What follows belongs to an exercise in optimizing a design on an open flow for small area, a short achievable clock period and few clock cycles per item; a production flow would make more cautious choices. Where RTL was checked, it was by simulation tests only, not by an equivalence proof against the original. Power and IR drop assume default switching activity.

==> module Registers, before the edit <==
module Registers(
    input CLK,
    input RST,
    input [1:0] Read_Reg1,
    input [1:0] Read_Reg2,
    input [1:0] Write_Reg,
    input [7:0] Reg_Write_Data,
    input RegWrite,
    input [7:0] Result,
	input [1:0] Reg_Data_Select,
	output [7:0] Reg_Data,
    output [7:0] Read_Data1,
    output [7:0] Read_Data2,
    output reg [7:0] Reg_Write_Data_Save
    );
	reg [7:0] register0;
	reg [7:0] register1;
	reg [7:0] register2;
	reg [7:0] register3;
	assign Read_Data1 = (Read_Reg1 == 2'b00) ? register0 :
						(Read_Reg1 == 2'b01) ? register1 :
						(Read_Reg1 == 2'b10) ? register2 :
						register3;
	assign Read_Data2 = (Read_Reg2 == 2'b00) ? register0 :
						(Read_Reg2 == 2'b01) ? register1 :
						(Read_Reg2 == 2'b10) ? register2 :
						register3;
	assign Reg_Data = (Reg_Data_Select == 2'b00) ? register0 :
					  (Reg_Data_Select == 2'b01) ? register1 :
					  (Reg_Data_Select == 2'b10) ? register2 :
					  register3;
	always @(posedge CLK or posedge RST) begin
		if(RST) begin
			register0 <= 0;
			register1 <= 0;
			register2 <= 0;
			register3 <= 0;
		end else if(RegWrite == 1'b1) begin
			case(Write_Reg)
				2'b00 : register0 <= Reg_Write_Data;
				2'b01 : register1 <= Reg_Write_Data;
				2'b10 : register2 <= Reg_Write_Data;
				2'b11 : register3 <= Reg_Write_Data;
			endcase
		end
	end
	always @(posedge CLK or posedge RST) begin
		if(RST) begin
			Reg_Write_Data_Save <= 0;
		end else begin
			Reg_Write_Data_Save <= Result;
		end
	end
endmodule
==> module Data_Memory, before the edit <==
module Data_Memory(
    input CLK,
    input RST,
    input [4:0] Address,
    input [7:0] Write_Data,
    input MemWrite,
    output [7:0] Read_Data
    );
	reg [255:0] mem;
	wire [7:0] wd_lo = Write_Data & {8{~RST}};
	wire [7:0] wd_hi = Write_Data | {8{RST}};
	genvar i;
	generate
		for(i = 0; i < 32; i = i + 1) begin : word
			wire [7:0] init = (i < 16) ? i : (16 - i);
			wire       en   = RST | (MemWrite && Address == i);
			always @(posedge CLK) begin
				if(en) begin
					mem[8*i +: 8] <= (init & wd_hi) | (~init & wd_lo);
				end
			end
		end
	endgenerate
	function [7:0] sel4(input [1:0] s, input [7:0] a, input [7:0] b, input [7:0] c, input [7:0] d);
		sel4 = s[1] ? (s[0] ? d : c) : (s[0] ? b : a);
	endfunction
	wire [7:0] l1 [0:7];
	generate
		for(i = 0; i < 8; i = i + 1) begin : lev1
			assign l1[i] = sel4(Address[1:0], mem[32*i +: 8], mem[32*i+8 +: 8],
								mem[32*i+16 +: 8], mem[32*i+24 +: 8]);
		end
	endgenerate
	wire [7:0] l2a = sel4(Address[3:2], l1[0], l1[1], l1[2], l1[3]);
	wire [7:0] l2b = sel4(Address[3:2], l1[4], l1[5], l1[6], l1[7]);
	assign Read_Data = Address[4] ? l2b : l2a;
endmodule
Settings: LEC_CHECK=0, CAP_MARGIN=20, CORE_MARGIN=2, CORE_UTILIZATION=40, CTS_BUF_LIST=sky130_fd_sc_hd__clkbuf_8, SETUP_SLACK_MARGIN=2, SLEW_MARGIN=20; clock period 6.0 ns.
standard.sh (not shown) runs the stock make flow with config.mk's settings and CLKGATE_MAP_FILE= SYNTH_SCRIPT=/design/flow/synth_recipe.tcl, a recipe that flattens the netlist after the stock synthesis.
==> flow/flow/run.sh <==
#!/bin/bash
# The standard layout (the standard.sh: unchanged synthesis, floorplan,
# placement, CTS, routing), with the port buffers that buffer_ports inserts
# made plain buffers instead of the default delay-cell buffers.
set -euo pipefail
export BUFFER_PORTS_ARGS="-buffer_cell sky130_fd_sc_hd__buf_2"
bash standard.sh > standard.log 2>&1
Next try:
--- a/flow/design.v
+++ b/flow/design.v
@@ -112,9 +112,9 @@
 	assign Reg_Data = (Reg_Data_Select == 2'b00) ? register0 :
 					  (Reg_Data_Select == 2'b01) ? register1 :
 					  (Reg_Data_Select == 2'b10) ? register2 :
 					  register3;
-	always @(posedge CLK or posedge RST) begin
+	always @(posedge CLK) begin
 		if(RST) begin
 			register0 <= 0;
 			register1 <= 0;
 			register2 <= 0;
@@ -175,21 +175,9 @@
 				end
 			end
 		end
 	endgenerate
-	function [7:0] sel4(input [1:0] s, input [7:0] a, input [7:0] b, input [7:0] c, input [7:0] d);
-		sel4 = s[1] ? (s[0] ? d : c) : (s[0] ? b : a);
-	endfunction
-	wire [7:0] l1 [0:7];
-	generate
-		for(i = 0; i < 8; i = i + 1) begin : lev1
-			assign l1[i] = sel4(Address[1:0], mem[32*i +: 8], mem[32*i+8 +: 8],
-								mem[32*i+16 +: 8], mem[32*i+24 +: 8]);
-		end
-	endgenerate
-	wire [7:0] l2a = sel4(Address[3:2], l1[0], l1[1], l1[2], l1[3]);
-	wire [7:0] l2b = sel4(Address[3:2], l1[4], l1[5], l1[6], l1[7]);
-	assign Read_Data = Address[4] ? l2b : l2a;
+	assign Read_Data = mem[8*Address +: 8];
 endmodule
 `timescale 1ns / 1ps
 module Sign_Extend(
     input [1:0] IN,
Effect: Sequential share of layout area goes down by 0.14 points. Design area goes down by 1.5%. Worst hold slack got worse by 41 ps. Global-route usage goes up by 2.2 points. Setup slack improved by 270 ps. Sequential power goes down by 22%. Routed wire length goes up by 17%. Area after synthesis goes up by 3.4%. Maximum frequency goes up by 6.6%. Via count goes up by 15%. Clock-buffer cell count goes down by 8. First-iteration DRC count goes up by 65%. Sequential cell count stays the same.
Testbench counts after the change, summed over its fixed seeds: cycles 6,109, instructions 6,109.
Only the layout flow was run in the first run of this note; the RTL was not checked for function there.


Microprocessor, a different RTL version from the one above (not shown whole).
For scale: roughly 1,100 cells after synthesis, roughly 0.015 sq mm of cells after synthesis.
## Microprocessor
module Microprocessor(
    input [7:0] Instruction,
    input CLK_IN,
    input RST,
	input [3:0] SEL_REG,
    output [7:0] Read_Address,	 
    output [6:0] SEG1,   
	output [6:0] SEG2,	 
	output [6:0] SEG3,   
	output [6:0] SEG4,	 
	output [6:0] SEG5,   
	output [6:0] SEG6	 
    );
	wire [1:0] op = Instruction[7:6];
	wire [1:0] rs = Instruction[5:4];
	wire [1:0] rt = Instruction[3:2];
	wire [1:0] rd = Instruction[1:0];
	wire [7:0] Imm;
	wire [7:0] Read_Data1, Read_Data2;
	wire [7:0] Reg_Data;
	wire [7:0] Reg_Write_Data_Save;
	wire [3:0] Reg_Data_Select;
	assign Imm = {{6{Instruction[1]}}, Instruction[1:0]};
	function [6:0] seg7(input [3:0] h);
		begin
		seg7[0] = ~((~h[3] & ~h[2] & ~h[1] & h[0]) | (~h[3] & h[2] & ~h[1] & ~h[0]) | (h[3] & ~h[2] & h[1] & h[0]) | (h[3] & h[2] & ~h[1] & h[0]));
		seg7[1] = ~((~h[3] & h[2] & ~h[1] & h[0]) | (h[3] & h[2] & ~h[0]) | (h[3] & h[1] & h[0]) | (h[2] & h[1] & ~h[0]));
		seg7[2] = ~((~h[3] & ~h[2] & h[1] & ~h[0]) | (h[3] & h[2] & h[1]) | (h[3] & h[2] & ~h[0]));
		seg7[3] = ~((~h[3] & ~h[2] & ~h[1] & h[0]) | (~h[3] & h[2] & ~h[1] & ~h[0]) | (h[3] & ~h[2] & h[1] & ~h[0]) | (h[2] & h[1] & h[0]));
		seg7[4] = ~((~h[3] & h[2] & ~h[1]) | (~h[3] & h[0]) | (~h[2] & ~h[1] & h[0]));
		seg7[5] = ~((~h[3] & ~h[2] & h[1]) | (~h[3] & ~h[2] & h[0]) | (~h[3] & h[1] & h[0]) | (h[3] & h[2] & ~h[1] & h[0]));
  ...
==> module Registers, before the edit <==
module Registers(
    input CLK,
    input RST,
    input [3:0] Read_Reg1,	 
    input [3:0] Read_Reg2,	 
	input [3:0] Reg_Data_Select,	 
    input [7:0] Mem_Low,
    input [7:0] Mem_High,
    input [7:0] Sum,
    input [3:0] Sel_Low,
    input [3:0] Sel_High,
    input [3:0] Sel_Sum,
    input [7:0] Result_Other,	 
    input [3:0] Result_Sel,	 
	output [7:0] Reg_Data,
    output [7:0] Read_Data1,
    output [7:0] Read_Data2,
    output [1:0] Low0,
    output [1:0] Low1,
    output [1:0] Low2,
    output [1:0] Low3,
    output reg [7:0] Reg_Write_Data_Save
    );
	reg [7:0] register0;
	reg [7:0] register1;
	reg [7:0] register2;
	reg [7:0] register3;
	assign Low0 = register0[1:0];
	assign Low1 = register1[1:0];
	assign Low2 = register2[1:0];
	assign Low3 = register3[1:0];
	MUX RM1(.S(Read_Reg1), .A(register0), .B(register1), .C(register2), .D(register3), .Y(Read_Data1));
	MUX RM2(.S(Read_Reg2), .A(register0), .B(register1), .C(register2), .D(register3), .Y(Read_Data2));
	MUX RM3(.S(Reg_Data_Select), .A(register0), .B(register1), .C(register2), .D(register3), .Y(Reg_Data));
	wire [3:0] hold = ~(Sel_Low | Sel_High | Sel_Sum);
	wire [7:0] n0, n1, n2, n3, nr;
	ALU W0(.S({hold[0], Sel_Sum[0], Sel_High[0], Sel_Low[0]}), .A(Mem_Low), .B(Mem_High), .C(Sum), .D(register0), .Y(n0));
	ALU W1(.S({hold[1], Sel_Sum[1], Sel_High[1], Sel_Low[1]}), .A(Mem_Low), .B(Mem_High), .C(Sum), .D(register1), .Y(n1));
	ALU W2(.S({hold[2], Sel_Sum[2], Sel_High[2], Sel_Low[2]}), .A(Mem_Low), .B(Mem_High), .C(Sum), .D(register2), .Y(n2));
	ALU W3(.S({hold[3], Sel_Sum[3], Sel_High[3], Sel_Low[3]}), .A(Mem_Low), .B(Mem_High), .C(Sum), .D(register3), .Y(n3));
	ALU WR(.S(Result_Sel), .A(Mem_Low), .B(Mem_High), .C(Sum), .D(Result_Other), .Y(nr));
	always @(posedge CLK or posedge RST) begin
		if(RST) begin
			register0 <= 0;
			register1 <= 0;
			register2 <= 0;
			register3 <= 0;
			Reg_Write_Data_Save <= 0;
		end else begin
			register0 <= n0;
			register1 <= n1;
			register2 <= n2;
			register3 <= n3;
			Reg_Write_Data_Save <= nr;
		end
	end
endmodule
Settings: LEC_CHECK=0, CAP_MARGIN=20, CORE_MARGIN=2, CORE_UTILIZATION=40, CTS_BUF_LIST=sky130_fd_sc_hd__clkbuf_8, CTS_CLUSTER_DIAMETER=50, CTS_CLUSTER_SIZE=18, SETUP_SLACK_MARGIN=2, SLEW_MARGIN=20; clock period 6.0 ns.
Scripts as last shown in full above: flow/flow/run.sh
The baseline completed with no timing, DRC or antenna violations.
Testbench counts at the start, summed over its fixed seeds: cycles 6,109, instructions 6,109.
==> next run, changes <==
--- a/flow/design.v
+++ b/flow/design.v
@@ -107,31 +107,27 @@
 	assign Low2 = register2[1:0];
 	assign Low3 = register3[1:0];
 	MUX RM1(.S(Read_Reg1), .A(register0), .B(register1), .C(register2), .D(register3), .Y(Read_Data1));
 	MUX RM2(.S(Read_Reg2), .A(register0), .B(register1), .C(register2), .D(register3), .Y(Read_Data2));
 	MUX RM3(.S(Reg_Data_Select), .A(register0), .B(register1), .C(register2), .D(register3), .Y(Reg_Data));
-	wire [3:0] hold = ~(Sel_Low | Sel_High | Sel_Sum);
+	wire [3:0] sl = Sel_Low & {4{~RST}};
+	wire [3:0] sh = Sel_High & {4{~RST}};
+	wire [3:0] ss = Sel_Sum & {4{~RST}};
+	wire [3:0] hold = ~(Sel_Low | Sel_High | Sel_Sum) & {4{~RST}};
+	wire [3:0] rsel = Result_Sel & {4{~RST}};
 	wire [7:0] n0, n1, n2, n3, nr;
-	ALU W0(.S({hold[0], Sel_Sum[0], Sel_High[0], Sel_Low[0]}), .A(Mem_Low), .B(Mem_High), .C(Sum), .D(register0), .Y(n0));
-	ALU W1(.S({hold[1], Sel_Sum[1], Sel_High[1], Sel_Low[1]}), .A(Mem_Low), .B(Mem_High), .C(Sum), .D(register1), .Y(n1));
-	ALU W2(.S({hold[2], Sel_Sum[2], Sel_High[2], Sel_Low[2]}), .A(Mem_Low), .B(Mem_High), .C(Sum), .D(register2), .Y(n2));
-	ALU W3(.S({hold[3], Sel_Sum[3], Sel_High[3], Sel_Low[3]}), .A(Mem_Low), .B(Mem_High), .C(Sum), .D(register3), .Y(n3));
-	ALU WR(.S(Result_Sel), .A(Mem_Low), .B(Mem_High), .C(Sum), .D(Result_Other), .Y(nr));
-	always @(posedge CLK or posedge RST) begin
-		if(RST) begin
-			register0 <= 0;
-			register1 <= 0;
-			register2 <= 0;
-			register3 <= 0;
-			Reg_Write_Data_Save <= 0;
-		end else begin
-			register0 <= n0;
-			register1 <= n1;
-			register2 <= n2;
-			register3 <= n3;
-			Reg_Write_Data_Save <= nr;
-		end
+	ALU W0(.S({hold[0], ss[0], sh[0], sl[0]}), .A(Mem_Low), .B(Mem_High), .C(Sum), .D(register0), .Y(n0));
+	ALU W1(.S({hold[1], ss[1], sh[1], sl[1]}), .A(Mem_Low), .B(Mem_High), .C(Sum), .D(register1), .Y(n1));
+	ALU W2(.S({hold[2], ss[2], sh[2], sl[2]}), .A(Mem_Low), .B(Mem_High), .C(Sum), .D(register2), .Y(n2));
+	ALU W3(.S({hold[3], ss[3], sh[3], sl[3]}), .A(Mem_Low), .B(Mem_High), .C(Sum), .D(register3), .Y(n3));
+	ALU WR(.S(rsel), .A(Mem_Low), .B(Mem_High), .C(Sum), .D(Result_Other), .Y(nr));
+	always @(posedge CLK) begin
+		register0 <= n0;
+		register1 <= n1;
+		register2 <= n2;
+		register3 <= n3;
+		Reg_Write_Data_Save <= nr;
 	end
 endmodule
 `timescale 1ns / 1ps
 module ALU(
     input [3:0] S,
What happened:
- area after synthesis fell by 0.70%
- core utilization came out higher by 0.23 points
- flip-flop and latch count does not change
- non-clock buffer count climbs by 20
- die area drops by about 0.7%
Only the layout flow was run in the second run of this note; the RTL was not checked for function there.

## re-timing with driven ports
How much do the figures lean on ideal ports? The routed layouts below were timed once more, with nothing changed but the port constraints. Step 1 sets driving cells, clkbuf_16 on the clock port and buf_2 on the other inputs (assumed; they add their load-dependent delay and slew). Step 2 times the ports against the registers' clock, not the clock port: input delays grow and output delays shrink by t, the midpoint of the rising clock arrivals with the driver on. Three values: ideal, step 1, step 2; two values: the first two.
run | t (ns) | setup slack, ns | worst setup path at the end | clock arrival spread, ns | cell pins on the clock port's net
the first run of note 1 | 0.643 | 1.706 / 1.718 / 1.075 | input to register | 0.059 / 0.060 | 1
the second run of note 1 | 0.652 | 1.972 / 1.912 / 1.394 | input to register | 0.039 / 0.038 | 1
the first run of note 2 | 0.638 | 1.981 / 1.930 / 1.423 | input to register | 0.028 / 0.028 | 1
the second run of note 2 | 0.637 | 1.999 / 1.948 / 1.390 | input to register | 0.021 / 0.021 | 1
After both steps setup and hold are still met in every run listed. The setup slack of the first run of note 1, which loses most, moves by +0.012 ns with the drivers and by -0.631 ns with both steps.
